Background: an optimization exercise with open tools, aiming at small area. Do not read the settings as production practice.
The RTL was checked by simulation tests, not by an equivalence proof against the original design.
The flow treats the clock pin as an ideal source, which a real chip does not have.
Power and IR drop assume default switching activity.

## design/flow/design.v

```verilog
module sd_slv_reg(
  rst, clk, 
  csdR
);
input          rst;
input          clk;
output [126:0] csdR;
reg    [126:0] csdR;
always @ (posedge clk or posedge rst) begin
  if(rst) begin
    csdR <= 127'h0;
  end
  else begin
    csdR <= {
      2'b00,
      6'b00_0000,
      8'h00,
      8'h00,
      8'h32,
      12'b010110110101,
      4'h0,
      1'b1,
      1'b0,
      1'b0,
      1'b0,
      2'b00,
      12'h000,
      3'b000,
      3'b000,
      3'b000,
      3'b000,
      3'b000,
      1'b0,
      7'b0000000,
      7'b0000000,
      1'b0,
      2'b00,
      3'b000,
      4'h0,
      1'b0,
      5'b00000,
      1'b0,
      1'b0,
      1'b0,
      1'b0,
      2'b00,
      2'b00,
      7'b0000000
    };
  end
end
endmodule
module sd_slv_cmr(
  rst, clk, cmd_in, ind_clr, size, ind, ok, rsp_end, acmd_06,
  crc_clrq, cmd_inq2, crc_calc_enq, crc_clac, rca_ok, 
  cmd_16, cmd_17, blk_len_by, bus_width, start_add_q
);
input         rst;
input         clk;    
input         cmd_in; 
input        ind_clr; 
input         size  ; 
output [ 5:0] ind;    
output        ok;     
output   rsp_end;     
input    acmd_06;
output        crc_clrq;
output        cmd_inq2;
output        crc_calc_enq;
input   [6:0] crc_clac;
output        rca_ok;    
input         cmd_16;
input         cmd_17;
output [ 9:0] blk_len_by;
output [ 1:0] bus_width;
output [ 9:0] start_add_q;
reg           ok;
reg       rsp_end;
reg        crc_calc_enq;
reg        crc_from_cmq;
reg  [6:0] crc_regq;
reg        cmd_q;       
reg        cmd_inq2;    
reg  [7:0] cnt_q;       
reg        rsp_q;       
reg        crc_clrq;
reg  [5:0] ind;
reg        rca_ok;
reg        rca_lb;
reg        rca_exp;
reg  [9:0] cmd_reg_in_q;
reg  [9:0] blk_len_by;
reg  [9:0] start_add_q;
reg  [1:0] bus_width;
wire       idle     =!(|cnt_q);
wire       start    =idle && !cmd_q;
wire [7:0] cmd_cnt  =rsp_q ? 8'd0 : cnt_q;
wire       cnt_end  =(cnt_q == 8'd47 && !size) || (cnt_q == 8'd135 && size);
wire       cmd_start=start &&  cmd_in;
wire ind_shift=!rsp_q && cnt_q[7:3] == 5'd0 && cnt_q[2:1] != 2'd0;
wire rca_shift=!rsp_q && cnt_q >= 8'd9 && cnt_q <= 8'd23;
wire reg_shift=!rsp_q && cnt_q >= 8'd9 && cnt_q <= 8'd39;
wire crc_calc_eni=
  (!crc_calc_enq && cmd_start) ||
  ( crc_calc_enq && cmd_cnt != 8'd41  && !size) ||
  ( crc_calc_enq && cmd_cnt != 8'd129 &&  size);
wire crc_from_cmi=
  (!crc_from_cmq && cmd_cnt == 8'd39  && !size) || 
  (!crc_from_cmq && cmd_cnt == 8'd127 &&  size) || 
  ( crc_from_cmq && cmd_cnt != 8'd46  && !size) ||
  ( crc_from_cmq && cmd_cnt != 8'd134 &&  size);
always @(*) begin
  case (cnt_q[4:0])
    5'd11, 5'd14, 5'd18, 5'd19, 5'd21: rca_exp=1'b1;
    default: rca_exp=1'b0;
  endcase
end
wire crc_clri=(!size && cnt_q == 8'd46) || (size && cnt_q == 8'd133);
always @ (posedge clk or posedge rst) begin
  if(rst) begin
    cmd_q       <= 1'b1;
    cmd_inq2    <= 1'b1;
    cnt_q       <= 8'd0;
    rsp_q       <= 1'b0;
    crc_calc_enq<= 1'b0;
    crc_regq    <= 7'h0;
    crc_from_cmq<= 1'b0;
    crc_clrq    <= 1'b0;
    ok          <= 1'b0;
    ind         <= 6'h0;
    rsp_end     <= 1'b0;
    rca_ok      <= 1'b0;
    rca_lb      <= 1'b0;
    blk_len_by  <=10'h0;
    start_add_q <=10'h0;
    bus_width   <= 2'b0;
  end else begin
    cmd_q       <= cmd_in;
    cmd_inq2    <= cmd_q;
    cnt_q       <= start ? 8'd2 : (cnt_end || idle) ? 8'd0 : cnt_q + 8'd1;
    if (start) rsp_q <= !cmd_in;
    crc_calc_enq<= crc_calc_eni;
    if (crc_from_cmq) crc_regq <= {crc_regq[5:0], cmd_in};
    crc_from_cmq<= crc_from_cmi;
    crc_clrq    <= crc_clri;
    ok          <= crc_clrq && (crc_clac == crc_regq);
    if (ind_clr) ind <= 6'd0;
    else if (ind_shift) ind <= {ind[4:0], cmd_in};
    rsp_end     <= rsp_q && cnt_q == 8'd135;
    if (rca_shift) begin
      rca_ok <= (cnt_q == 8'd9 ? !rca_lb : rca_ok) && (cmd_in == rca_exp);
      if (cnt_q == 8'd23) rca_lb <= cmd_in;
    end
    if (cmd_16)  blk_len_by  <= cmd_reg_in_q;
    if (cmd_17)  start_add_q <= cmd_reg_in_q;
    if (acmd_06) bus_width   <= cmd_reg_in_q[1:0];
  end
end
always @ (posedge clk) begin
  if (reg_shift) cmd_reg_in_q <= {cmd_reg_in_q[8:0], cmd_in};
end
endmodule
module sd_slv_fsm(
  rst, clk, ind, ok, clr, rsp_end, rca_ok,
  cmd_c, e_acmd_41, size, c_state
);
  input         rst;
  input         clk;    
  input  [ 5:0] ind;    
  input         ok;     
  input        clr;     
  input    rsp_end;     
  input     rca_ok;     
  output [ 3:0] cmd_c;  
  output     e_acmd_41; 
  output          size; 
  output [ 2:0] c_state; 
  localparam C_02=4'd0, C_NO=4'd1, C_55=4'd2, C_41=4'd3, C_06=4'd4,
             C_07=4'd5, C_16=4'd6, C_17=4'd7, C_03=4'd8, C_09=4'd9,
             C_10=4'd10;
  parameter CS_IDLE =3'd0;
  parameter CS_RDEAY=3'd1;
  parameter CS_IDENT=3'd2;
  parameter CS_STBY =3'd3;
  parameter CS_TRAN =3'd4;
  reg  [3:0] cmd_c;
  reg  [3:0] cmd_ci;
  reg        cmd_00;
  reg  e_acmd_41;
  reg        size;
  reg  [2:0] c_state;
  reg  [2:0] n_state;
  always @(*) begin
    case (ind)
      6'd2   : cmd_ci=C_02;
      6'd3   : cmd_ci=C_03;
      6'd6   : cmd_ci=C_06;
      6'd7   : cmd_ci=C_07;
      6'd9   : cmd_ci=C_09;
      6'd10  : cmd_ci=C_10;
      6'd16  : cmd_ci=C_16;
      6'd17  : cmd_ci=C_17;
      6'd41  : cmd_ci=C_41;
      6'd55  : cmd_ci=C_55;
      default: cmd_ci=C_NO;
    endcase
  end
  always @(*) begin
    n_state=c_state;
    case (c_state)
      CS_IDLE : if(cmd_c == C_41) n_state=CS_RDEAY;
      CS_RDEAY: if(cmd_00) n_state=CS_IDLE; else if(cmd_c == C_02) n_state=CS_IDENT;
      CS_IDENT: if(cmd_00) n_state=CS_IDLE; else if(cmd_c == C_03) n_state=CS_STBY;
      CS_STBY : if(cmd_00) n_state=CS_IDLE; else if(cmd_c == C_07 && rca_ok) n_state=CS_TRAN;
      CS_TRAN : if(cmd_00) n_state=CS_IDLE;
      default : n_state=CS_IDLE;
    endcase
  end
  always @ (posedge clk or posedge rst) begin
    if(rst) begin
      c_state   <= CS_IDLE;
      cmd_c     <= C_NO;
      cmd_00    <= 1'b0;
      e_acmd_41 <= 1'b0;
      size      <= 1'b0;
    end else begin
      c_state   <= n_state;
      cmd_c     <= ok ? cmd_ci : C_NO;
      if (ok) cmd_00 <= ind == 6'd0;
      e_acmd_41 <= (ok && ind == 6'd41) || (e_acmd_41 && !clr);
      if (ok && (ind == 6'd55 || ind == 6'd41)) size <= 1'b0;
      else if (ok && (ind == 6'd2 || ind == 6'd10 || ind == 6'd9)) size <= 1'b1;
      else if (rsp_end) size <= 1'b0;
    end
  end
endmodule
module sd_slv_rsp (
  rst, clk, sel, cst, size, crc, start, 
  cmd_od, cmd_oe, cmd_od1, cmd_oe1, 
  crc_calc, crc_clrq, ind_clr
);
  input          rst;
  input          clk;    
  input  [  3:0] sel;    
  input  [  2:0] cst;    
  input         size;    
  input  [  6:0] crc;    
  input        start;    
  output      cmd_od;    
  output      cmd_oe;    
  output      cmd_od1;   
  output      cmd_oe1;   
  output      crc_calc;
  output      crc_clrq;
  output      ind_clr;
  localparam S_CID=4'd0, S_ONE=4'd1, S_55=4'd2, S_41=4'd3, S_06=4'd4,
             S_07=4'd5, S_16=4'd6, S_17=4'd7, S_03=4'd8, S_CSD=4'd9;
  reg  [  7:0] cnt_q;
  wire [  7:0] cnt_i;
  reg  [  3:0] sel_q;
  reg  [  2:0] cst_q;
  reg  [  7:0] idx_q;
  reg          cmd_oe;
  wire         cmd_oei;
  reg          crc_clrq;
  wire         crc_clri;
  reg          cmd_oe1;
  wire         cmd_oe1i;
  reg          cmd_od1;
  wire         cmd_od1i;
  reg          cmd_od0;
  reg          crc_calc;
  wire         crc_calci;
  reg          crc_mux;
  wire         crc_muxi;
  reg  [  6:0] crc_q;
  wire [  6:0] crc_i;
  reg          ind_clr;
  wire         ind_clri;
  assign cnt_i=
  (start &&  size) ? 8'd137 :
  (start && !size) ? 8'd49  :
  (|cnt_q)                     ? (cnt_q - 8'd1) :
  cnt_q;
  reg [135:0] v;
  always @(*) begin
    case (sel_q)
      S_55 : v={2'b00,6'd55,19'd0,1'b0,cst_q,9'b000000000,8'b0000000_1,88'h0};
      S_41 : v={2'b00,6'd63,19'd0,1'b0,cst_q,9'b000100000,8'b1111111_1,88'h0};
      S_06 : v={2'b00,6'd6 ,19'd0,1'b0,cst_q,9'b000100000,8'b0000000_1,88'h0};
      S_07 : v={2'b00,6'd7 ,19'd0,1'b0,cst_q,9'b000000000,8'b0000000_1,88'h0};
      S_16 : v={2'b00,6'd16,19'd0,1'b0,cst_q,9'b000000000,8'b0000000_1,88'h0};
      S_17 : v={2'b00,6'd17,19'd0,1'b0,cst_q,9'b000000000,8'b0000000_1,88'h0};
      S_03 : v={8'b00_000011,16'h1234,16'h0,8'h01,88'h0};
      S_CID: v={8'b00_111111,127'h201234567,1'b1};
      S_CSD: v={8'b00_111111,127'h192da840000000000000000000,1'b1};
      default: v={136{1'b1}};
    endcase
  end
  assign cmd_od=(idx_q < 8'd136) ? v[8'd135 - idx_q] : 1'b0;
  assign cmd_oei=(!cmd_oe && start) || (cmd_oe && cnt_q != 8'd2);
  assign crc_clri=(cnt_q == 8'd1);
  assign cmd_oe1i =
  (!size && !cmd_oe1 && cnt_q == 8'd48 ) || 
  ( size && !cmd_oe1 && cnt_q == 8'd136) || 
  (          cmd_oe1 && cnt_q != 8'd0 );
  assign ind_clri=cmd_oe1i & ~cmd_oe1;
  assign crc_calci=
  (!crc_calc && start && !size) || 
  (!crc_calc && cnt_q == 8'd130   &&  size) || 
  ( crc_calc && cnt_q != 8'd10);
  assign crc_muxi=(!crc_mux && cnt_q == 8'd9) || (crc_mux && cnt_q != 8'd2);
  assign cmd_od1i=!crc_mux ? cmd_od0 : crc_q[6];
  assign crc_i   =!crc_mux ? crc : {crc_q[6:0], 1'b0};
  always @ (posedge clk or posedge rst) begin
    if(rst) begin
      cnt_q   <= 8'h0;
      cmd_oe  <= 1'b0;
      crc_clrq<= 1'b0;
      cmd_oe1 <= 1'b0;
      ind_clr <= 1'b0;
      crc_calc<= 1'b0;
      crc_mux <= 1'b0;
    end else begin
      cnt_q   <= cnt_i;
      cmd_oe  <= cmd_oei;
      crc_clrq<= crc_clri;
      cmd_oe1 <= cmd_oe1i;
      ind_clr <= ind_clri;
      crc_calc<= crc_calci;
      crc_mux <= crc_muxi;
    end
  end  
  always @ (posedge clk) begin
    if (!(|cnt_q)) begin
      sel_q <= sel;
      cst_q <= cst;
      idx_q <= 8'd0;
    end else if (!(idx_q[7] && idx_q[3])) begin
      idx_q <= idx_q + 8'd1;
    end
    cmd_od1 <= cmd_od1i;
    cmd_od0 <= cmd_od;
    crc_q   <= crc_i;
  end
endmodule
module sd_slv_cr7(rst, clk, clr, din, cen, all_one, crc);
  input        rst;
  input        clk;
  input        clr;
  input        din;
  input        cen;
  input        all_one;  
  output [6:0] crc;
  reg  q6, q5, q4, q3, q2, q1, q0;
  wire d6, d5, d4, d3, d2, d1, d0;
  assign d0=din^q6;
  assign d1=q0;
  assign d2=q1;
  assign d3=q2^d0;
  assign d4=q3;
  assign d5=q4;
  assign d6=q5;
  assign crc={q6, q5, q4, q3, q2, q1, q0};
always @ (posedge clk or posedge rst) begin
  if(rst) begin
    q0<=1'b0;
    q1<=1'b0;
    q2<=1'b0;
    q3<=1'b0;
    q4<=1'b0;
    q5<=1'b0;
    q6<=1'b0;
  end else begin
    if(clr) begin
        q0<=1'b0;
        q1<=1'b0;
        q2<=1'b0;
        q3<=1'b0;
        q4<=1'b0;
        q5<=1'b0;
        q6<=1'b0;
    end else begin
      if(all_one) begin
        q0<=1'b1;
        q1<=1'b1;
        q2<=1'b1;
        q3<=1'b1;
        q4<=1'b1;
        q5<=1'b1;
        q6<=1'b1;
      end else begin
        if(cen) begin
          q0<=d0;
          q1<=d1;
          q2<=d2;
          q3<=d3;
          q4<=d4;
          q5<=d5;
          q6<=d6;
        end
      end
    end
  end
end
endmodule
module sd_slv_c16(rst, clk, clr, din, cen, sft, q);
  input         rst;
  input         clk;
  input         clr;
  input         din;
  input         cen;
  input         sft;  
  output        q  ;
  reg  [15:0] C;
  wire [15:0] d;
  wire i;
  assign q=C[15];
  assign i=cen & (din ^ C[15]);
  assign d={C[14:12], C[11]^i, C[10:5], C[4]^i, C[3:0], i};
always @ (posedge clk) begin
  if(clr) begin
    C <= 16'h0;
  end else begin
    C <= d;
  end
end
endmodule
module sd_slv_rom(a, e, s, q, ck);
  input  [ 9:0] a;  
  input         e;  
  input         s;  
  output [ 3:0] q;
  input         ck;
  wire   [ 3:0] O;
  wire   [ 3:0] d;
  reg    [ 3:0] q;
  always @ (posedge ck) q <= d;
  wire   z = a == 10'd0;
  assign O = a[8] ? a[7:4] : {a[3] | z, a[2], a[1] | z, a[0]};
  assign d=
  (e && ~s) ? O :
  (e &&  s) ? {q[0], q[3:1]} : 
  4'b1111;  
endmodule
module sd_slv_adg (
  rst, clk, bus_width, read, ldad, adln,
  addr, shift, en_rom, sft, stop_en, readq, mem_enq, crc_enq
);
  input  rst;
  input  clk;
  input  [1:0] bus_width;  
  input        read     ;  
  input  [9:0] ldad     ;  
  input  [9:0] adln     ;  
  output [9:0] addr     ;  
  output       shift    ;  
  output       en_rom   ;  
  output       sft      ;  
  output       stop_en  ;  
  output       readq    ;  
  output       mem_enq  ;  
  output       crc_enq  ;  
  reg          readq    ;  
  reg          en_romq  ;  
  reg          en_rom   ;  
  wire         en_romi  ;  
  reg          sft      ;  
  wire         sfti     ;  
  reg          stop_en  ;  
  wire         stop_eni ;  
  reg    [9:0] addr     ;  
  wire   [9:0] addri    ;  
  reg    [9:0] addrend  ;  
  wire   [9:0] addrendi ;  
  reg    [1:0] bitCnt   ;  
  wire   [1:0] bitCnti  ;  
  reg   [10:0] bit1Cnt  ;  
  wire  [10:0] bit1Cnti ;  
  reg          shift    ;  
  wire         shifti   ;  
  reg    [9:0] add_lim;
  wire   [9:0] add_limi;
  reg    [3:0] crcCnt;
  wire   [3:0] crcCnti;
  reg          mem_enq;
  wire         mem_eni;
  reg          crc_enq;
  wire         crc_eni;
  wire         crc_endi;
  reg          crc_endq;
  assign crc_eni=
  (!crc_enq && en_rom && !en_romq) || 
  ( crc_enq && bit1Cnt !=  addrend         && bus_width == 2'b10) ||
  ( crc_enq && bit1Cnt != {addrend, 2'b00} && bus_width == 2'b00);
  assign mem_eni=en_rom;
  assign add_limi=(adln*2);
  assign addrendi=read ? (ldad + {adln[8:0], 1'b0}) : addrend;
  assign addri=
  read                                      ? ldad   :
  (en_rom && bus_width == 2'b10)            ? addr+1 :  
  (en_rom && bus_width == 2'b00 && &bitCnt) ? addr+1 :  
  addr;
  assign bitCnti=
  (bus_width == 2'b10          ) ?          2'b00 :
  (bus_width == 2'b00 && read  ) ? bitCnt + 2'b01 : 
  (bus_width == 2'b00 && en_rom) ? bitCnt + 2'b01 : 
  bitCnt;
  assign bit1Cnti=
  readq                                               ?           11'd1 :
  (bit1Cnt == {addrend, 2'b00} && bus_width == 2'b00) ?           11'd0 :
  (bit1Cnt ==  addrend         && bus_width == 2'b10) ?           11'd0 :
  (bit1Cnt   != 11'h0                               ) ? bit1Cnt + 11'd1 :
  bit1Cnt;
  assign shifti=
  (bitCnt != 2'b11 && bus_width == 2'b00) ? 1'b1 : 1'b0;
  assign en_romi=
  (!en_rom && read) || 
  ( en_rom && bit1Cnt != addrend          && bus_width == 2'b10) ||
  ( en_rom && bit1Cnt != {addrend, 2'b00} && bus_width == 2'b00);
  assign crc_endi=crcCnt != 4'd15;
  assign sfti=(
    (!sft && !crc_eni && crc_enq) ||  
    ( sft && crc_endq           )
  );
  assign stop_eni=~sfti & sft;
  assign crcCnti=
  (crcCnt != 4'd0) ? (crcCnt + 4'd1) :  
  sft              ?           4'd1  : crcCnt;
  always @ (posedge clk or posedge rst) begin
    if(rst) begin
      bitCnt  <=  2'h0;
      bit1Cnt <= 11'd0;
      en_rom  <=  1'b0;
      en_romq <=  1'b0;
      sft     <=  1'b0;
      stop_en <=  1'b0;
      crcCnt  <=  4'd0;
      crc_endq<=  1'b0;
      readq   <=  1'b0;  
      mem_enq <=  1'b0;
      crc_enq <=  1'b0;
    end
    else begin
      bitCnt  <= bitCnti;
      bit1Cnt <= bit1Cnti;
      en_romq <= en_rom;
      en_rom  <= en_romi;
      sft     <= sfti;
      stop_en <= stop_eni;
      crcCnt  <= crcCnti;
      crc_endq<= crc_endi;
      readq   <= read;  
      mem_enq <= mem_eni;
      crc_enq <= crc_eni;
    end
  end
  always @ (posedge clk) begin
    addr    <= addri;
    addrend <= addrendi;
    shift   <= shifti;
  end
endmodule
module sd_slv_Rmx (
  rst, clk,
  read, cen, stop_en, cen_rom,
  din, crc,
  ei, e,
  crcC, dout
);
  input  rst;
  input  clk;
  input        read; 
  input        cen ; 
  input     stop_en; 
  input     cen_rom; 
  input  [3:0] din;  
  input  [3:0] crc;  
  input        ei ;
  output       e  ;
  output       crcC; 
  output [3:0] dout;
  reg    [3:0] dout;
  wire   [3:0] douti;
  reg    [3:0] dinq;
  reg          cen_romq;
  reg          readq   ;
  reg          cenq    ;
  reg          e       ;
  reg          stop_enq;
  reg    [3:0] crcq    ;  
  assign douti=
  readq   ? 4'h0 : 
  cen_romq? dinq : 
  stop_en ? 4'hf :
  cenq    ? crcq : 1'b1;
  assign crcC =read;
  always @ (posedge clk or posedge rst) begin
    if(rst) begin
      e       <= 1'b0;
      readq   <= 1'b0;
      cen_romq<= 1'b0;
      cenq    <= 1'b0;
    end else begin
      e       <= ei;
      readq   <= read;
      cen_romq<= cen_rom;
      cenq    <= cen;
    end
  end
  always @ (posedge clk) begin
    dinq    <= din;
    dout    <= douti;
    crcq    <= crc;
  end
endmodule
module sd_slv_mem (
  rst, clk,
  bus_width, read, ldad, adln,
  e, q
);
  input  rst;
  input  clk;
  input  [1:0] bus_width;  
  input        read     ;  
  input  [9:0] ldad     ;  
  input  [9:0] adln     ;  
  output       e        ;  
  output [3:0] q        ;  
  wire   [9:0] addr     ;  
  wire         shift    ;  
  wire         sft      ;  
  wire   [3:0] qi       ;  
  wire         cen_rom  ;  
  wire         crcC     ;  
  wire [3:0]   crc_16   ;  
  wire         stop_en  ;
  wire         ei       ;
  wire mem_enq;
  wire readq;    
  wire crc_enq;  
  assign ei=mem_enq|sft|stop_en;
  sd_slv_adg u_adg (  
    .rst(rst),
    .clk(clk),
    .bus_width(bus_width),  
    .read     (read     ),  
    .ldad     (ldad     ),  
    .adln     (adln     ),  
    .addr     (addr     ),  
    .shift    (shift    ),  
    .en_rom   (cen_rom  ),  
    .sft      (sft      ),  
    .stop_en  (stop_en  ),  
    .readq    (readq    ),  
    .mem_enq  (mem_enq  ),  
    .crc_enq  (crc_enq  )   
  ); 
  sd_slv_rom u_rom (
    .a(addr   ),  
    .e(cen_rom),  
    .s(shift  ),  
    .q(qi     ),  
    .ck(clk   ) 
  ); 
  sd_slv_c16 u_c16A (
    .rst(rst    ),
    .clk(clk    ),
    .clr(crcC   ),
    .din(qi[0]  ),
    .cen(crc_enq), 
    .sft(sft    ), 
    .q  (crc_16[0]) 
  ); 
  sd_slv_c16 u_c16B (
    .rst(rst    ),
    .clk(clk    ),
    .clr(crcC   ),
    .din(qi[1]  ),
    .cen(crc_enq), 
    .sft(sft    ), 
    .q  (crc_16[1]) 
  ); 
  sd_slv_c16 u_c16C (
    .rst(rst    ),
    .clk(clk    ),
    .clr(crcC   ),
    .din(qi[2]  ),
    .cen(crc_enq), 
    .sft(sft    ), 
    .q  (crc_16[2]) 
  ); 
  sd_slv_c16 u_c16D (
    .rst(rst    ),
    .clk(clk    ),
    .clr(crcC   ),
    .din(qi[3]  ),
    .cen(crc_enq), 
    .sft(sft    ), 
    .q  (crc_16[3]) 
  ); 
  sd_slv_Rmx u_Rmx ( 
    .rst    (rst    ),
    .clk    (clk    ),
    .read   (readq  ),  
    .cen    (sft    ),  
    .stop_en(stop_en),  
    .cen_rom(cen_rom),  
    .din    (qi     ),  
    .crc    (crc_16 ),  
    .ei     (ei     ),
    .e      (e      ),
    .crcC(crcC  ),  
    .dout(q     )
  ); 
endmodule
module sd_slv_top(CLK, rst, CMD_i, CMD_o, CMD_oe, DATA_o, DATA_oe);
  input        CLK;
  input        rst;
  input        CMD_i;   
  output       CMD_o;   
  output       CMD_oe;  
  output [3:0] DATA_o;  
  output [3:0] DATA_oe; 
  wire         CMD;     
  wire  [ 5:0] ind;
  wire         ok;
  wire  [ 3:0] cmd_c;
  wire      e_acmd_41;
  wire         size;
  wire         rsp_end;
  wire         crc_clrq;
  wire         cmd_inq2;
  wire         crc_calc_enq;
  wire   [6:0] crc_clac;
  wire         rsp_oe;
  wire         rsp_od;
  wire         rsp_oe1;
  wire         rsp_od1;
  wire         crc_calc;
  wire         rsp_clrq;
  wire         rca_ok;
  wire [  9:0] blk_len_by;
  wire [  1:0] bus_width;
  wire [  2:0] c_state;
  wire [  9:0] start_add_q;
  wire       clr_mx;
  wire       din_mx;
  wire       cen_mx;
  wire       ind_clr;
  wire [3:0] rsp_sel =
    (cmd_c == 4'd10) ? (rca_ok ? 4'd0 : 4'd1) :
    (cmd_c == 4'd9 ) ? (rca_ok ? 4'd9 : 4'd1) :
    cmd_c;
  wire start_rsp = cmd_c != 4'd1;
  assign CMD    = rsp_oe1 ? rsp_od1 : CMD_i;
  assign CMD_o  = rsp_od1;
  assign CMD_oe = rsp_oe1;
  sd_slv_cmr u_cmr (
    .rst(rst),
    .clk(CLK),
    .cmd_in(CMD),
    .ind_clr(ind_clr),
    .size(size ),
    .ind(ind),
    .ok (ok ),
    .rsp_end(rsp_end),
    .acmd_06(cmd_c == 4'd4),
    .crc_clrq(crc_clrq),
    .cmd_inq2(cmd_inq2),
    .crc_calc_enq(crc_calc_enq),
    .crc_clac(crc_clac),
    .rca_ok(rca_ok),
    .cmd_16     (cmd_c == 4'd6),
    .cmd_17     (cmd_c == 4'd7),
    .blk_len_by (blk_len_by ),
    .bus_width  (bus_width  ),
    .start_add_q(start_add_q)
  );
  sd_slv_fsm u_fsm (
    .rst(rst),
    .clk(CLK),
    .ind(ind),
    .ok (ok ),
    .clr(clr_mx),
    .rsp_end(rsp_end),
    .rca_ok(rca_ok),
    .cmd_c(cmd_c),
    .e_acmd_41(e_acmd_41),
    .size(size),
    .c_state(c_state)
  );
  sd_slv_rsp u_rsp (
    .rst(rst),
    .clk(CLK),
    .sel (rsp_sel ),
    .cst (c_state ),
    .size(size),
    .crc  (crc_clac ),
    .start(start_rsp),
    .cmd_od (rsp_od ),
    .cmd_oe (rsp_oe ),
    .cmd_od1(rsp_od1),
    .cmd_oe1(rsp_oe1),
    .crc_calc(crc_calc),
    .crc_clrq(rsp_clrq),
    .ind_clr (ind_clr)
  );
  assign clr_mx=rsp_oe ? rsp_clrq : crc_clrq;
  assign din_mx=rsp_oe ? rsp_od   : cmd_inq2;
  assign cen_mx=rsp_oe ? crc_calc : crc_calc_enq;
  sd_slv_cr7 u_crc7 (
    .rst(rst),  
    .clk(CLK),  
    .clr(clr_mx),
    .din(din_mx),
    .cen(cen_mx),
    .all_one(e_acmd_41),
    .crc(crc_clac)
  );
  wire [3:0] mem_data;
  wire       mem_Doen;
  sd_slv_mem u_mem (
    .rst(rst),
    .clk(CLK),
    .bus_width(bus_width  ),
    .read     (cmd_c == 4'd7),
    .ldad(start_add_q),
    .adln(blk_len_by ),
    .e(mem_Doen),
    .q(mem_data) 
  );
  assign DATA_o    = mem_data;
  assign DATA_oe[3] = bus_width == 2'b10 && mem_Doen;
  assign DATA_oe[2] = bus_width == 2'b10 && mem_Doen;
  assign DATA_oe[1] = bus_width == 2'b10 && mem_Doen;
  assign DATA_oe[0] =                       mem_Doen;
endmodule
```

## design/flow/flow/run.sh

```bash
#!/bin/bash
# Own flow: the standard layout (standard.sh) with three changes.
# 1. After the standard synthesis, the combinational logic is mapped again
#    by Yosys/ABC for area (reopt.tcl). The flip-flops are left exactly as
#    the standard synthesis made them: same instances, names and cells.
# 2. The clock tree is built without dummy load cells, with sink clusters of
#    up to 30 registers within 100 um (CTS_ARGS replaces ORFS's
#    clock_tree_synthesis arguments).
# 3. The port buffers are the smallest buffer (BUFFER_PORTS_ARGS).
# Each tool's output goes to a log of its own in the work folder.
set -euo pipefail
export CTS_ARGS="-sink_clustering_enable -repair_clock_nets -sink_clustering_size 30 -sink_clustering_max_diameter 100 -dont_use_dummy_load -root_buf sky130_fd_sc_hd__clkbuf_8 -sink_clustering_buffer sky130_fd_sc_hd__clkbuf_16"
export BUFFER_PORTS_ARGS="-buffer_cell sky130_fd_sc_hd__buf_1"

bash standard.sh synth > synth.log 2>&1

R=orfs/results/sky130hd/sd_slv_top/base
cp "$R/1_2_yosys.v" 1_2_yosys_standard.v
YOSYS=yosys
if [[ -x "$FLOW_HOME/../tools/install/yosys/bin/yosys" ]]; then
  YOSYS="$FLOW_HOME/../tools/install/yosys/bin/yosys"
fi
export REOPT_LIB="$FLOW_HOME/platforms/sky130hd/lib/sky130_fd_sc_hd__tt_025C_1v80.lib"
export REOPT_IN=1_2_yosys_standard.v
export REOPT_OUT=1_2_yosys_reopt.v
"$YOSYS" -c flow/reopt.tcl > reopt.log 2>&1
cp 1_2_yosys_reopt.v "$R/1_2_yosys.v"
rm -f "$R/1_synth.odb" "$R/1_synth.sdc"

bash standard.sh > standard.log 2>&1
```

## design/flow/flow/reopt.tcl

```tcl
# Map the combinational logic of the standard synthesis again, for area.
# The flip-flop cells are read as black boxes, so they and their names stay
# as they are; every other cell is read as its Liberty function and mapped
# again by ABC, without the platform's don't-use cells.
yosys -import
set lib $::env(REOPT_LIB)
set dont_use {
  sky130_fd_sc_hd__probe_p_8 sky130_fd_sc_hd__probec_p_8
  sky130_fd_sc_hd__lpflow_bleeder_1
  sky130_fd_sc_hd__lpflow_clkbufkapwr_1 sky130_fd_sc_hd__lpflow_clkbufkapwr_16
  sky130_fd_sc_hd__lpflow_clkbufkapwr_2 sky130_fd_sc_hd__lpflow_clkbufkapwr_4
  sky130_fd_sc_hd__lpflow_clkbufkapwr_8
  sky130_fd_sc_hd__lpflow_clkinvkapwr_1 sky130_fd_sc_hd__lpflow_clkinvkapwr_16
  sky130_fd_sc_hd__lpflow_clkinvkapwr_2 sky130_fd_sc_hd__lpflow_clkinvkapwr_4
  sky130_fd_sc_hd__lpflow_clkinvkapwr_8
  sky130_fd_sc_hd__lpflow_decapkapwr_12 sky130_fd_sc_hd__lpflow_decapkapwr_3
  sky130_fd_sc_hd__lpflow_decapkapwr_4 sky130_fd_sc_hd__lpflow_decapkapwr_6
  sky130_fd_sc_hd__lpflow_decapkapwr_8
  sky130_fd_sc_hd__lpflow_inputiso0n_1 sky130_fd_sc_hd__lpflow_inputiso0p_1
  sky130_fd_sc_hd__lpflow_inputiso1n_1 sky130_fd_sc_hd__lpflow_inputiso1p_1
  sky130_fd_sc_hd__lpflow_inputisolatch_1
  sky130_fd_sc_hd__lpflow_isobufsrc_1 sky130_fd_sc_hd__lpflow_isobufsrc_16
  sky130_fd_sc_hd__lpflow_isobufsrc_2 sky130_fd_sc_hd__lpflow_isobufsrc_4
  sky130_fd_sc_hd__lpflow_isobufsrc_8 sky130_fd_sc_hd__lpflow_isobufsrckapwr_16
  sky130_fd_sc_hd__lpflow_lsbuf_lh_hl_isowell_tap_1
  sky130_fd_sc_hd__lpflow_lsbuf_lh_hl_isowell_tap_2
  sky130_fd_sc_hd__lpflow_lsbuf_lh_hl_isowell_tap_4
  sky130_fd_sc_hd__lpflow_lsbuf_lh_isowell_4
  sky130_fd_sc_hd__lpflow_lsbuf_lh_isowell_tap_1
  sky130_fd_sc_hd__lpflow_lsbuf_lh_isowell_tap_2
  sky130_fd_sc_hd__lpflow_lsbuf_lh_isowell_tap_4
}
set du_args {}
foreach c $dont_use { lappend du_args -dont_use $c }

read_liberty -ignore_miss_func $lib
blackbox sky130_fd_sc_hd__df* sky130_fd_sc_hd__edf* sky130_fd_sc_hd__sdf* sky130_fd_sc_hd__dl* sky130_fd_sc_hd__conb_1
read_verilog $::env(REOPT_IN)
hierarchy -top sd_slv_top
tee -o reopt_stat_before.txt stat -liberty $lib
flatten
opt_clean
# the cells ABC places need their interfaces
read_liberty -lib -overwrite -ignore_miss_func $lib
abc -liberty $lib {*}$du_args
opt_clean -purge
setundef -zero
splitnets
opt_clean -purge
hilomap -singleton -hicell sky130_fd_sc_hd__conb_1 HI -locell sky130_fd_sc_hd__conb_1 LO
insbuf -buf sky130_fd_sc_hd__buf_4 A X
hierarchy -top sd_slv_top
check -assert -mapped
tee -o reopt_stat_after.txt stat -liberty $lib
write_verilog -noattr -nohex -nodec $::env(REOPT_OUT)
```

## design/flow/standard.sh

```bash
#!/bin/bash
# synth_recipe.tcl (not shown) runs the flow's synth.tcl, then flattens the netlist and writes it again
# the make line also repeats each setting of config.mk as NAME=value (left out here)
make -C /OpenROAD-flow-scripts/flow DESIGN_CONFIG=/design/flow/config.mk WORK_HOME=/design/flow/orfs CLKGATE_MAP_FILE= SYNTH_SCRIPT=/design/flow/synth_recipe.tcl "${@:-finish}"
```

## design/flow/config.mk

```make
export PLATFORM = sky130hd
export DESIGN_NAME = sd_slv_top
export DESIGN_NICKNAME = sd_slv_top
export VERILOG_FILES = /design/flow/design.v
export SDC_FILE = /design/flow/constraint.sdc
export NUM_CORES = 4
export LEC_CHECK = 0
export CAP_MARGIN = 20
export CORE_MARGIN = 2
export CORE_UTILIZATION = 70
export PLACE_DENSITY = 0.85
export SLEW_MARGIN = 20
```

## design/flow/constraint.sdc

```tcl
create_clock -name core_clock -period 10.0 [get_ports {CLK}]
set_input_delay 2.0000 -clock core_clock [delete_from_list [all_inputs] [get_ports {CLK}]]
set_output_delay 2.0000 -clock core_clock [all_outputs]
set_load 0.01 [all_outputs]
```

==> results.yml, run 1 <==
placed_design:
  place_ws_ns: 6.52
  port_buffers: 12
  globalplace.congestion: 0.920
  place_inst: 1133
  place_area_um2: 10300
  dp_hpwl_um: 12400
power:
  p_leak_nw: 4.28
  netSwitchingFraction_pct: 32.4
  pwr-share-clk_pct: 20.3
  p_int_mw: 1.56
  seq_power_share_pct: 58.8
  comb_power_share_pct: 20.8
  finalPower_mw: 2.31
  p_per_area_nw_per_um2: 219
  ir_drop_mv: 0.232
  switching_power_mw: 0.748
timing:
  finalCritPeriodShare_pct: 35.0
  hold_viol: 0
  skew_ns: 0.0460
  fmax_ghz: 0.286
  setup_ws_ns: 6.50
  slew_violations: 0
  rsz0062_at_grt: "false"
  period_needed_ns: 3.50
  setup_violations: 0
  max-slew-margin-rel_pct: 42.4
  tightest_slew_ns: 0.863
  fin_setup_tns_ns: 0
setup_path:
  critPathMaxFanout: 4
  critPathCaptureType: "flop"
  crit_top_cell: "maj3_1"
  critPathKind: "flop to flop"
  crit_family: "adder cells"
  critPathRequiredTime_ns: 10.25
  critPathBufInv: 0
  crit_chain: "nor2_1, o21ai_0, maj3_1, maj3_1, maj3_1, maj3_1, maj3_1, maj3_1, xnor2_1"
  cpPeakStageDelay_ns: 0.41
  arrival_ns: 3.75
  startpoint_type: "flop"
  cp_slowest_cell: "dfrtp_1"
detailed_routing:
  postRouteAntennaNets: 0
  num_vias: 6934
  post_drt_wl_per_cell_um: 16.1
  dr.pass1.iters: 6
  drt_iter0_drc: 669
  viasPerCell: 6.06
  drc: 0
  drt_wl_total_um: 18400
global_routing:
  grt_antenna_before_repair: 0
  grt_max_degree: 69
  grt_overflow: 0
  grt_usage_pct: 25.1
  grt_pass1_vias: 6442
  grt_pass1_wl_um: 30800
synthesis:
  synth_fp_nets: 940
  yosysWarningCount: 8
  syn_avg_cell_area_um2: 10.6
  syn_area_um2: 9950
  synthCells: 937
final_layout:
  finalNonFillerCells: 1145
  nets: 970
  syn_to_final_growth_pct: 5.73
  diodes: 0
  fill_cells: 964
  final_area_um2: 10500
  multi_input_area_um2: 3990
  drive_above_1_share_pct: 2.59
  seqCellArea_um2: 5830
clock_network:
  clk_latency_ns: 0.51
  cts_resized: 0
  cts_tree: "done"
  cts_setup_buffers: 0
  cts.sinks: 245
  cts_buffers: 12
  clk_pin_slew_ns: 0.11
  hold_buffers: 0
floorplanning:
  initial_core_util_pct: 71.7
  die_w_um: 123
  ios: 13
  die_h_um: 123
  rows: 43
  core_um2: 13900
  die_area_um2: 15200
outcome:
  status: "finished clean"
job:
  max-cap-violations: 0
hold_path:
  hp-class: "flop to flop"
## metrics by stage
stage | hold WS, ns | util (%)
detailed placement | 0.354 | 73.9
CTS | 0.375 | 75.8
global route | 0.382 | 75.8
global placement | 0.353 | 73.9
floorplan | 0.346 | -
finish | 0.369 | 75.8
## cells in the final DEF (no fill, tap or decap), types with 6 or more instances in the layout
cell and n:
dfrtp_1 106, nor2_1 105, dfxtp_1 98, nand2_1 90, nor2b_1 68, xnor2_1 45
a21oi_1 44, nor3_1 41, edfxtp_1 37, o21ai_0 36, clkinv_1 26, mux2_1 22
xor2_1 18, nand3_1 15, nor4_1 15, mux2i_1 13, nand2b_1 13, buf_1 12
and3_1 11, a31oi_1 9, clkbuf_16 9, nand4_1 8, buf_4 8, and2_0 7
a211oi_1 7, o22ai_1 6, o31ai_1 6, maj3_1 6
## final cells by class
class	count	area share, %
inverter	27	0.987
tap	180	2.14
timing repair buffer	20	0.999
clock buffer	12	2.53
sequential	245	55.4
multi-input combinational	661	37.9
## routing by layer
metal / part of all wire (%) / GRT usage, % / wire length (um) / up-vias
met5: 0 / 0 / 0 / -
met4: 2.2 / 6.32 / 401 / 0
met3: 4.1 / 2.77 / 749 / 38
met2: 49 / 42.9 / 8970 / 195
met1: 45 / 34.5 / 8280 / 3344
li1: - / - / - / 3357
## registers in the layout (all words and copies together), names as in the netlist, 9 cells and up
register,flops
u_mem.u_adg.addr,10
u_mem.u_c16D.C,16
u_cmr.cmd_reg_in_q,10
u_mem.u_adg.addrend,10
u_mem.u_adg.bit1Cnt,11
u_mem.u_c16B.C,16
u_cmr.start_add_q,10
u_cmr.blk_len_by,9
u_mem.u_c16C.C,16
u_mem.u_c16A.C,16
## worst paths after layout
check,startpoint,endpoint,slack [ns],cells past startpoint
setup / recovery,u_cmr.start_add_q[2],u_mem.u_adg.addrend[9],6.50,9
hold / removal,u_mem.u_c16C.C[15],u_mem.u_Rmx.crcq[2],0.37,0
setup reg to reg,u_cmr.start_add_q[2],u_mem.u_adg.addrend[9],6.50,9
hold reg to reg,u_mem.u_c16C.C[15],u_mem.u_Rmx.crcq[2],0.37,0
max in group asynchronous,rst,u_crc7.q4,7.20,3
min in group asynchronous,rst,u_cmr.cnt_q[7],1.52,2
## power by group through the flow
stage	clock network [mW]	logic (mW)	registers (mW)
after floorplan	0	0.379	1.31
after global placement	0	0.449	1.37
after detailed placement	0	0.470	1.37
after CTS	0.477	0.477	1.35
after global routing	0.512	0.538	1.38
final	0.469	0.481	1.36
==> run 2, diff against run 1 <==
--- a/design/flow/config.mk
+++ b/design/flow/config.mk
@@ -7,6 +7,6 @@
 export LEC_CHECK = 0
 export CAP_MARGIN = 20
 export CORE_MARGIN = 2
-export CORE_UTILIZATION = 70
-export PLACE_DENSITY = 0.85
+export CORE_UTILIZATION = 80
+export PLACE_DENSITY = 0.9
 export SLEW_MARGIN = 20
==> results.yml, run 2 <==
outcome:
  status: "finished clean"
global_routing:
  grt_overflow: 0
  grt_usage_pct: 33.8
  use_met2_pct: 58.1
  grt_max_degree: 82
  grt_antenna_before_repair: 0
  busiest_layer: "met2"
  use_met1_pct: 43.3
  grt_pass1_wl_um: 35700
  use_met3_pct: 4.76
  grt_pass1_vias: 7244
synthesis:
  synthCells: 937
  yosysWarningCount: 8
  syn_avg_cell_area_um2: 10.6
  synth_fp_nets: 940
  syn_area_um2: 9950
timing:
  period_needed_ns: 3.71
  skew_ns: 0.0570
  finalCritPeriodShare_pct: 37.1
  fmax_ghz: 0.270
  hold_viol: 0
  rsz0062_at_grt: "false"
  tightest_slew_ns: 1.05
  slew_violations: 0
  setup_violations: 0
  fin_hold_ws_ns: 0.372
  max-slew-margin-rel_pct: 27.9
  fin_setup_tns_ns: 0
final_layout:
  drive_above_1_share_pct: 2.59
  syn_to_final_growth_pct: 5.66
  diodes: 0
  layout_commonest_cell: "dfrtp_1"
  nets: 969
  fill_cells: 575
  final_cell_mix: "dfrtp_1 (106), nor2_1 (105), dfxtp_1 (98)"
  final_area_um2: 10500
  post-route-util_pct: 87.2
setup_path:
  rrSetupSlack_ns: 6.29
  arrival_ns: 3.97
  critPathCaptureType: "flop"
  crit_top_cell: "maj3_1"
  critPathMaxFanout: 4
  crit_chain: "nor2_1, o21ai_0, maj3_1, maj3_1, maj3_1, maj3_1, maj3_1, maj3_1, xnor2_1"
  critPathKind: "flop to flop"
  cp_slowest_cell: "maj3_1"
  startpoint_type: "flop"
  critPathRequiredTime_ns: 10.26
  cpPeakStageDelay_ns: 0.44
placed_design:
  dp_hpwl_um: 14800
  port_buffers: 12
  globalplace.congestion: 0.916
  place_area_um2: 10200
hold_path:
  hp-class: "flop to flop"
floorplanning:
  core_um2: 12100
  die_h_um: 116
  die_area_um2: 13300
  initial_core_util_pct: 82.5
  die_w_um: 116
  rows: 40
  ios: 13
power:
  finalPower_mw: 2.33
  p_per_area_nw_per_um2: 221
  ir_drop_mv: 0.261
  p_leak_nw: 4.28
clock_network:
  cts_setup_buffers: 0
  clk_pin_slew_ns: 0.12
  cts.sinks: 245
  clk_latency_ns: 0.52
  cts_buffers: 12
  cts_tree: "done"
  hold_buffers: 0
  cts_resized: 0
detailed_routing:
  post_drt_wl_per_cell_um: 19.1
  postRouteAntennaNets: 0
  num_vias: 7347
  drt_wl_total_um: 21600
  viasPerCell: 6.49
  dr.pass1.iters: 9
  drc: 0
  drt_iter0_drc: 842
job:
  max-cap-violations: 0
## run 2: final timing paths
path / start / to / cells after the start
setup / recovery: u_cmr.start_add_q[2] / u_mem.u_adg.addrend[9] / 9
hold / removal: u_mem.u_c16B.C[15] / u_mem.u_Rmx.crcq[1] / 0
setup reg to reg: u_cmr.start_add_q[2] / u_mem.u_adg.addrend[9] / 9
hold reg to reg: u_mem.u_c16B.C[15] / u_mem.u_Rmx.crcq[1] / 0
max in group asynchronous: rst / u_rsp.cnt_q[6] / 3
min in group asynchronous: rst / u_cmr.bus_width[1] / 2
## run 2: power breakdown
part | total (mW) | switching (mW) | internal (mW)
clock | 0.472 | 0.282 | 0.190
sequential | 1.36 | 0.211 | 1.15
combinational | 0.491 | 0.278 | 0.213
total | 2.33 | 0.771 | 1.56
## run 2: cell type report
| cell class | instances | area (um^2) | share of cell area [%] |
|---|---|---|---|
| multi-input cells | 661 | 3990 | 38.0 |
| well taps | 168 | 210 | 2.00 |
| inverters | 27 | 104 | 0.988 |
| repair buffers | 19 | 109 | 1.04 |
| flip-flops and latches | 245 | 5830 | 55.5 |
| clock buffers | 12 | 267 | 2.54 |
## run 2: metal layers
metal	share of wire, %	up-vias
met3	5.8	96
li1	-	3355
met5	0	-
met4	4.2	0
met2	51	358
met1	39	3538
## run 2: worst max-delay path, delay by kind of cell (launching register included)
| family | cells | cell delay [ns] |
|---|---|---|
| simple gates | 1 | 0.17 |
| flops | 1 | 0.43 |
| fa+ha+maj | 6 | 2.53 |
| xor+xnor | 1 | 0.14 |
| compound gates | 1 | 0.18 |
## run 2: through the flow
step           instances  setup slack, ns
6_report            1132             6.29
5_1_grt             1132             6.22
4_1_cts             1131             6.33
3_5_place_dp        1119             6.38
3_3_place_gp        1119             6.58
2_1_floorplan        937             6.11
==> run 3, diff against run 2 <==
--- a/design/flow/design.v
+++ b/design/flow/design.v
@@ -479,8 +479,6 @@
   wire  [10:0] bit1Cnti ;  
   reg          shift    ;  
   wire         shifti   ;  
-  reg    [9:0] add_lim;
-  wire   [9:0] add_limi;
   reg    [3:0] crcCnt;
   wire   [3:0] crcCnti;
   reg          mem_enq;
@@ -494,7 +492,6 @@
   ( crc_enq && bit1Cnt !=  addrend         && bus_width == 2'b10) ||
   ( crc_enq && bit1Cnt != {addrend, 2'b00} && bus_width == 2'b00);
   assign mem_eni=en_rom;
-  assign add_limi=(adln*2);
   assign addrendi=read ? (ldad + {adln[8:0], 1'b0}) : addrend;
   assign addri=
   read                                      ? ldad   :
--- a/design/flow/config.mk
+++ b/design/flow/config.mk
@@ -7,6 +7,6 @@
 export LEC_CHECK = 0
 export CAP_MARGIN = 20
 export CORE_MARGIN = 2
-export CORE_UTILIZATION = 80
-export PLACE_DENSITY = 0.9
+export CORE_UTILIZATION = 70
+export PLACE_DENSITY = 0.85
 export SLEW_MARGIN = 20
==> results.yml, run 3 <==
final_layout:
  layout_commonest_cell: "dfrtp_1"
  nets: 968
  seqCellArea_um2: 5830
  drive_above_1_share_pct: 2.49
  final_cell_mix: "dfrtp_1 (106), nor2_1 (99), dfxtp_1 (98)"
  multi_input_area_um2: 4020
  diodes: 0
  syn_to_final_growth_pct: 5.73
  fill_cells: 930
floorplanning:
  core_um2: 13900
  die_area_um2: 15200
  ios: 13
  die_h_um: 123
  rows: 43
  die_w_um: 123
  initial_core_util_pct: 71.7
power:
  p_per_area_nw_per_um2: 181
  seq_power_share_pct: 63.1
  p_leak_nw: 4.29
  switching_power_mw: 0.526
  p_int_mw: 1.37
  comb_power_share_pct: 12.1
  ir_drop_mv: 0.204
  pwr-share-clk_pct: 24.8
  netSwitchingFraction_pct: 27.7
setup_path:
  critPathMaxFanout: 7
  startpoint_type: "flop"
  rr_endpoint: "u_crc7.q3"
  rrSetupSlack_ns: 6.99
  rr_startpoint: "u_rsp.idx_q[3]"
  arrival_ns: 1.55
  critPathCaptureType: "primary output"
  critPathKind: "flop to primary output"
  r2r_cells: 11
  critPathRequiredTime_ns: 8.00
detailed_routing:
  viasPerCell: 5.91
  post_drt_wl_per_cell_um: 15.6
  num_vias: 6760
  drt_iter0_drc: 519
  drc: 0
  dr.pass1.iters: 6
  wl_met2_um: 8240
  wl_met1_um: 8740
  top_layer: "met4"
  drt_wl_total_um: 17900
  postRouteAntennaNets: 0
  route.met3.wl_um: 588
timing:
  fin_hold_ws_ns: 0.374
  setup_violations: 0
  slew_violations: 0
  fin_setup_tns_ns: 0
  skew_ns: 0.0600
  finalCritPeriodShare_pct: 35.5
  rsz0062_at_grt: "false"
  max-slew-margin-rel_pct: 41.0
  fmax_ghz: 0.282
  hold_viol: 0
  tightest_slew_ns: 0.885
  period_needed_ns: 3.55
clock_network:
  cts_buffers: 12
  cts_resized: 0
  cts_setup_buffers: 0
  hold_buffers: 0
  cts.sinks: 245
  clk_pin_slew_ns: 0.11
  clk_latency_ns: 0.51
  cts_tree: "done"
hold_path:
  hp-start: "u_mem.u_c16C.C[15]"
  hp-class: "flop to flop"
  min_to: "u_mem.u_Rmx.crcq[2]"
  whs_path_depth: 0
placed_design:
  dp_hpwl_um: 12300
  port_buffers: 12
  globalplace.congestion: 0.907
synthesis:
  yosysWarningCount: 8
  synthCells: 937
  syn_area_um2: 9950
  syn_avg_cell_area_um2: 10.6
  synth_fp_nets: 940
outcome:
  status: "finished clean"
global_routing:
  grt_max_degree: 74
  grt_antenna_before_repair: 0
  grt_overflow: 0
  grt_pass1_vias: 6300
  grt_pass1_wl_um: 29700
  grt_usage_pct: 24.1
job:
  max-cap-violations: 0
## run 3: area by class of cell
type	count	area share, %
inverters	24	0.880
flip-flops and latches	245	55.4
well taps	180	2.14
repair buffers	18	0.856
clock buffers	12	2.53
multi-input cells	664	38.2
## run 3: metrics by stage
stage	cells	area (um^2)	power, mW	worst slack [ns]	utilization [%]
6_report	1143	10500	1.90	6.45	75.8
5_1_grt	1143	10500	1.99	6.32	75.8
4_1_cts	1143	10500	1.91	6.43	75.8
3_5_place_dp	1131	10300	1.45	6.55	73.9
3_3_place_gp	1131	10200	1.43	6.56	73.8
2_1_floorplan	937	9950	1.37	6.11	-
## run 3: per-layer routing
metal	track usage, %	vias up
met5	0	-
met4	4.69	0
met3	2.63	22
met2	38.7	136
met1	36.0	3235
li1	-	3367
## run 3: how the worst max path moves through the flow
stage / start / end / slack, ns / cells after the start
floorplan: rst / u_cmr.blk_len_by[0] / 6.11 / 1
global placement: rst / u_mem.u_adg.readq / 6.56 / 3
detailed placement: rst / u_mem.u_adg.readq / 6.55 / 3
CTS: u_cmr.bus_width[0] / DATA_oe[1] / 6.43 / 3
global route: u_cmr.bus_width[0] / DATA_oe[2] / 6.32 / 3
finish: u_cmr.bus_width[0] / DATA_oe[1] / 6.45 / 3
## run 3: critical path, cell delays in order (launching register included)
cell and delay (ns):
dfrtp_1 0.45, nor2b_1 0.24, and2_0 0.21, buf_1 0.16
## run 3: power by group through the flow
stage | Sequential (mW) | Clock (mW) | Combinational, mW
floorplan | 1.18 | 0 | 0.187
global placement | 1.21 | 0 | 0.219
detailed placement | 1.22 | 0 | 0.229
CTS | 1.20 | 0.481 | 0.230
global route | 1.22 | 0.514 | 0.258
finish | 1.20 | 0.472 | 0.230
==> run 4, diff against run 3 <==
==> design/flow/flow/run.sh (replaced) <==
#!/bin/bash
# Own flow: the standard layout (standard.sh) with three changes.
# 1. After the standard synthesis, the combinational logic is optimised and
#    mapped again by Yosys/ABC for area (reopt.tcl). The flip-flops are left
#    exactly as the standard synthesis made them: same instances, names and
#    cells. The new netlist is used only if Yosys proves it equivalent to the
#    standard one (reopt_equiv.tcl); otherwise the standard netlist is kept.
# 2. The clock tree is built without dummy load cells, with a clkbuf_8 root
#    and clkbuf_16 sink buffers over clusters of up to 30 registers within
#    100 um (CTS_ARGS replaces ORFS's clock_tree_synthesis arguments).
# 3. The port buffers are the smallest buffer (BUFFER_PORTS_ARGS).
# Each tool's output goes to a log of its own in the work folder.
set -euo pipefail
export CTS_ARGS="-sink_clustering_enable -repair_clock_nets -sink_clustering_size 30 -sink_clustering_max_diameter 100 -dont_use_dummy_load -root_buf sky130_fd_sc_hd__clkbuf_8 -sink_clustering_buffer sky130_fd_sc_hd__clkbuf_16"
export BUFFER_PORTS_ARGS="-buffer_cell sky130_fd_sc_hd__buf_1"

bash standard.sh synth > synth.log 2>&1

R=orfs/results/sky130hd/sd_slv_top/base
cp "$R/1_2_yosys.v" 1_2_yosys_standard.v
YOSYS=yosys
if [[ -x "$FLOW_HOME/../tools/install/yosys/bin/yosys" ]]; then
  YOSYS="$FLOW_HOME/../tools/install/yosys/bin/yosys"
fi
export REOPT_LIB="$FLOW_HOME/platforms/sky130hd/lib/sky130_fd_sc_hd__tt_025C_1v80.lib"
export REOPT_SCRIPT="$PWD/flow/reopt.abc"
export REOPT_IN=1_2_yosys_standard.v
export REOPT_OUT=1_2_yosys_reopt.v
if "$YOSYS" -c flow/reopt.tcl > reopt.log 2>&1 &&
   "$YOSYS" -c flow/reopt_equiv.tcl > reopt_equiv.log 2>&1; then
  echo "using the re-optimised netlist" > reopt_result.txt
  cp 1_2_yosys_reopt.v "$R/1_2_yosys.v"
  rm -f "$R/1_synth.odb" "$R/1_synth.sdc"
else
  echo "keeping the standard netlist" > reopt_result.txt
fi

bash standard.sh > standard.log 2>&1
==> design/flow/flow/reopt.abc (new file) <==
strash
&get -n
&deepsyn -T 180
&put
&get -n
&dch -f
&nf -R 1000
&put
--- a/design/flow/flow/reopt.tcl
+++ b/design/flow/flow/reopt.tcl
@@ -42,7 +42,7 @@
 opt_clean
 # the cells ABC places need their interfaces
 read_liberty -lib -overwrite -ignore_miss_func $lib
-abc -liberty $lib {*}$du_args
+abc -liberty $lib {*}$du_args -script $::env(REOPT_SCRIPT)
 opt_clean -purge
 setundef -zero
 splitnets
==> design/flow/flow/reopt_equiv.tcl (new file) <==
# Prove the re-optimised netlist equivalent to the standard one: both read
# with the cells' Liberty functions, registers paired by their (unchanged)
# instance names, the auto-named internal nets hidden so only real names pair.
yosys -import
read_liberty -ignore_miss_func $::env(REOPT_LIB)
read_verilog $::env(REOPT_IN)
yosys rename sd_slv_top gold
read_verilog $::env(REOPT_OUT)
yosys rename sd_slv_top gate
flatten gold gate
opt_clean gold gate
yosys rename -hide gold/w:_* gate/w:_*
async2sync
equiv_make gold gate equiv
hierarchy -top equiv
equiv_simple -seq 2 equiv
equiv_induct equiv
equiv_status -assert equiv
--- a/design/flow/config.mk
+++ b/design/flow/config.mk
@@ -8,5 +8,6 @@
 export CAP_MARGIN = 20
 export CORE_MARGIN = 2
 export CORE_UTILIZATION = 70
+export GPL_TIMING_DRIVEN = 0
 export PLACE_DENSITY = 0.85
 export SLEW_MARGIN = 20
==> results.yml, run 4 <==
clock_network:
  cts_buffers: 12
  cts_resized: 0
  cts.sinks: 245
  clk_pin_slew_ns: 0.11
  cts_tree: "done"
  hold_buffers: 0
  cts_setup_buffers: 0
  clk_latency_ns: 0.51
global_routing:
  grt_overflow: 0
  grt_max_degree: 76
  grt_antenna_before_repair: 0
  grt_pass1_vias: 6575
  grt_usage_pct: 26.8
  grt_pass1_wl_um: 31700
placed_design:
  globalplace.congestion: 0.931
  place_inst: 1088
  dp_hpwl_um: 12600
  port_buffers: 12
timing:
  max-slew-margin-rel_pct: 36.4
  fin_setup_tns_ns: 0
  finalCritPeriodShare_pct: 37.7
  setup_violations: 0
  tightest_slew_ns: 0.945
  period_needed_ns: 3.77
  slew_violations: 0
  skew_ns: 0.0740
  fmax_ghz: 0.265
  rsz0062_at_grt: "false"
  hold_viol: 0
final_layout:
  layout_commonest_cell: "nor2_1"
  finalNonFillerCells: 1101
  drive_above_1_share_pct: 2.70
  fill_cells: 903
  diodes: 0
  syn_to_final_growth_pct: 6.49
  nets: 930
  final_cell_mix: "nor2_1 (111), dfrtp_1 (106), dfxtp_1 (98)"
setup_path:
  critPathMaxFanout: 4
  cp_slowest_cell: "dfrtp_1"
  cpPeakStageDelay_ns: 0.43
  critPathRequiredTime_ns: 8.00
  critPathCaptureType: "primary output"
  startpoint_type: "flop"
  critPathKind: "flop to primary output"
  crit_chain: "clkinv_1, nor3b_1, buf_4, buf_1"
  arrival_ns: 1.77
synthesis:
  synthCells: 898
  yosysWarningCount: 8
  syn_area_um2: 9540
  syn_avg_cell_area_um2: 10.6
  synth_fp_nets: 901
detailed_routing:
  postRouteAntennaNets: 0
  post_drt_wl_per_cell_um: 16.8
  drt_wl_total_um: 18500
  drc: 0
  viasPerCell: 5.97
  num_vias: 6572
  dr.pass1.iters: 5
  drt_iter0_drc: 434
floorplanning:
  die_h_um: 121
  die_area_um2: 14600
  rows: 42
  core_um2: 13300
  initial_core_util_pct: 71.8
  die_w_um: 121
  ios: 13
power:
  ir_drop_mv: 0.212
  p_per_area_nw_per_um2: 216
  p_leak_nw: 4.19
hold_path:
  hp-class: "flop to flop"
job:
  max-cap-violations: 0
outcome:
  status: "finished clean"
-- run 4: cell count changes in the layout (fill, tap and decap cells not counted), sizes merged, moves of 11 or more --
cell    before  now
nor2b       77   60
nand3       11   24
a21oi       50   62
nor2        99  111
nand2       90   74
clkinv      23   34
-- run 4: where the power goes --
group	switching, mW	leakage (nW)	internal, mW
Sequential	0.170	2.55	1.14
Clock	0.281	0.132	0.190
Combinational	0.233	1.51	0.179
Total	0.684	4.19	1.51
-- run 4: cell type report --
| type | count | area (um^2) | share of cell area (%) |
|---|---|---|---|
| Inverter | 34 | 133 | 1.30 |
| Multi-Input combinational cell | 615 | 3560 | 35.1 |
| Sequential cell | 245 | 5830 | 57.4 |
| Timing Repair Buffer | 15 | 120 | 1.18 |
| Clock buffer | 12 | 267 | 2.62 |
| Buffer | 4 | 30.0 | 0.295 |
| Tap cell | 176 | 220 | 2.17 |
-- run 4: worst paths after layout --
path	startpoint	endpoint	slack (ns)	cells past startpoint
worst max-delay path	u_cmr.bus_width[1]	DATA_oe[1]	6.23	4
worst min-delay path	u_rsp.crc_q[1]	u_rsp.crc_q[2]	0.37	2
worst max register to register	u_fsm.cmd_c[0]	u_mem.u_adg.bitCnt[1]	7.00	9
worst min register to register	u_rsp.crc_q[1]	u_rsp.crc_q[2]	0.37	2
max in group asynchronous	rst	u_cmr.cmd_inq2	7.86	3
min in group asynchronous	rst	u_cmr.cnt_q[4]	1.44	2
-- run 4: through the flow --
stage / power, mW / hold slack, ns / setup slack [ns] / util, % / area [um^2]
floorplan: 1.61 / 0.350 / 6.11 / - / 9540
global placement: 1.71 / 0.356 / 5.36 / 73.8 / 9810
detailed placement: 1.74 / 0.364 / 6.64 / 74.2 / 9860
CTS: 2.20 / 0.376 / 6.23 / 76.2 / 10100
global route: 2.32 / 0.387 / 6.07 / 76.4 / 10200
finish: 2.20 / 0.372 / 6.23 / 76.4 / 10200
-- run 4: routing by layer --
metal / part of all wire, % / vias up / GRT usage (%)
met1: 43 / 3193 / 35.4
li1: - / 3195 / -
met5: 0 / - / 0
met3: 3.6 / 27 / 2.83
met4: 1.6 / 0 / 6.10
met2: 52 / 157 / 48.0
-- run 4: worst max-delay path, delay by kind of cell, from the launching register on --
kind                   cells  cell delay, ns
buffers and inverters      3            0.45
flip-flops                 1            0.43
AND/OR/NAND/NOR            1            0.37
==> run 5, diff against run 4 <==
--- a/design/flow/config.mk
+++ b/design/flow/config.mk
@@ -8,6 +8,5 @@
 export CAP_MARGIN = 20
 export CORE_MARGIN = 2
 export CORE_UTILIZATION = 70
-export GPL_TIMING_DRIVEN = 0
 export PLACE_DENSITY = 0.85
 export SLEW_MARGIN = 20
==> results.yml, run 5 <==
outcome:
  status: "finished clean"
setup_path:
  startpoint_type: "flop"
  critPathKind: "flop to primary output"
  crit_family: "flip-flops"
  critPathMaxFanout: 4
  critPathBufInv: 2
  cp_slowest_cell: "dfrtp_1"
  critPathRequiredTime_ns: 8.00
  critPathCaptureType: "primary output"
  crit_chain: "clkinv_1, nor3b_1, buf_1"
  arrival_ns: 1.54
  cpPeakStageDelay_ns: 0.42
final_layout:
  fill_cells: 920
  diodes: 0
  layout_commonest_cell: "nor2_1"
  post-route-util_pct: 75.9
  final_cell_mix: "nor2_1 (111), dfrtp_1 (107), dfxtp_1 (98)"
  nets: 927
  drive_above_1_share_pct: 2.28
  syn_to_final_growth_pct: 5.66
timing:
  max-slew-margin-rel_pct: 37.1
  rsz0062_at_grt: "false"
  setup_ws_ns: 6.46
  finalCritPeriodShare_pct: 35.4
  hold_viol: 0
  fmax_ghz: 0.283
  skew_ns: 0.0571
  setup_violations: 0
  tightest_slew_ns: 0.934
  fin_setup_tns_ns: 0
  period_needed_ns: 3.54
  slew_violations: 0
  fin_hold_ws_ns: 0.374
hold_path:
  hp-class: "flop to flop"
job:
  max-cap-violations: 0
detailed_routing:
  dr.pass1.iters: 7
  num_vias: 6545
  postRouteAntennaNets: 0
  drt_iter0_drc: 565
  drc: 0
  viasPerCell: 5.96
  drt_wl_total_um: 18000
  post_drt_wl_per_cell_um: 16.4
global_routing:
  grt_max_degree: 64
  grt_antenna_before_repair: 0
  grt_pass1_wl_um: 30400
  grt_usage_pct: 25.6
  grt_overflow: 0
  grt_pass1_vias: 6336
placed_design:
  globalplace.congestion: 0.906
  dp_hpwl_um: 12700
  place_ws_ns: 6.64
  port_buffers: 12
floorplanning:
  die_area_um2: 14600
  die_w_um: 121
  core_um2: 13300
  die_h_um: 121
  rows: 42
  ios: 13
  initial_core_util_pct: 71.8
power:
  p_leak_nw: 4.16
  ir_drop_mv: 0.180
  p_per_area_nw_per_um2: 218
synthesis:
  syn_area_um2: 9540
  syn_avg_cell_area_um2: 10.6
  synth_fp_nets: 901
  yosysWarningCount: 8
  synthCells: 898
clock_network:
  clk_latency_ns: 0.50
  cts_setup_buffers: 0
  cts.sinks: 245
  cts_tree: "done"
  cts_resized: 0
  hold_buffers: 0
  clk_pin_slew_ns: 0.11
  cts_buffers: 12
==> run 5: worst paths after layout <==
kind	startpoint	to	slack, ns	cells past startpoint
max reg2reg	u_rsp.idx_q[1]	u_crc7.q3	7.10	14
min	u_mem.u_c16B.C[15]	u_mem.u_Rmx.crcq[1]	0.37	0
max in group asynchronous	rst	u_rsp.crc_calc	7.18	3
min in group asynchronous	rst	u_cmr.start_add_q[5]	1.56	2
max	u_cmr.bus_width[1]	DATA_oe[3]	6.46	3
min reg2reg	u_mem.u_c16B.C[15]	u_mem.u_Rmx.crcq[1]	0.37	0
==> run 5: stage by stage <==
stage / std cells / instance area [um^2] / power (mW)
2_1_floorplan: 898 / 9540 / 1.61
3_3_place_gp: 1086 / 9810 / 1.70
3_5_place_dp: 1086 / 9810 / 1.74
4_1_cts: 1098 / 10100 / 2.20
5_1_grt: 1098 / 10100 / 2.32
6_report: 1098 / 10100 / 2.20
==> run 5: layout make-up <==
cell class / count / area, um^2 / area share, %
flip-flops and latches: 245 / 5830 / 57.8
repair buffers: 16 / 75.1 / 0.744
multi-input cells: 615 / 3560 / 35.3
clock buffers: 12 / 267 / 2.64
inverters: 34 / 130 / 1.29
well taps: 176 / 220 / 2.18
==> run 5: layer usage <==
metal / GRT usage (%) / up-vias / routed length (um)
met5: 0 / - / 0
met4: 8.36 / 0 / 547
met3: 3.21 / 49 / 729
met2: 40.9 / 197 / 8370
met1: 36.8 / 3115 / 8330
li1: - / 3184 / -
==> run 5: power breakdown <==
group / internal, mW / switching [mW]
clock: 0.190 / 0.274
combinational: 0.178 / 0.239
sequential: 1.14 / 0.178
==> run 5: worst reg2reg max path, delay by kind of cell, from the launching register on <==
family	cells	cell delay, ns
simple gates	4	0.64
xor+xnor	1	0.30
compound gates	8	1.06
flops	1	0.61
mux	1	0.14

## afterwards: timing with drivers on the ports
No port has a modelled driver above. Below, the same layouts with a new extraction and two added sets of constraints. Step 1 assumes that a clkbuf_16 drives the clock port and a buf_2 every other input. Step 2 times the ports against the registers' clock, not the clock port: input delays grow and output delays shrink by t, the midpoint of the rising clock arrivals with the driver on. a / b / c = ideal ports / drivers / drivers and shift; a / b = the first two.
run	shift t [ns]	setup slack, ns	hold WS [ns]	clock arrival spread, ns	worst data-port slew with drivers (ns)
run 1	0.524	6.498 / 6.490 / 6.498	0.369 / 0.369 / 0.369	0.047 / 0.046	0.03
run 2	0.528	6.295 / 6.295 / 6.295	0.372 / 0.372 / 0.372	0.057 / 0.057	0.05
run 3	0.524	6.451 / 6.410 / 6.689	0.374 / 0.374 / 0.374	0.061 / 0.061	0.03
run 4	0.519	6.230 / 6.191 / 6.643	0.372 / 0.372 / 0.372	0.083 / 0.082	0.04
run 5	0.511	6.464 / 6.428 / 6.682	0.374 / 0.374 / 0.374	0.058 / 0.058	0.03
After both steps every run listed still meets setup and hold. Setup slack includes reset recovery checks.
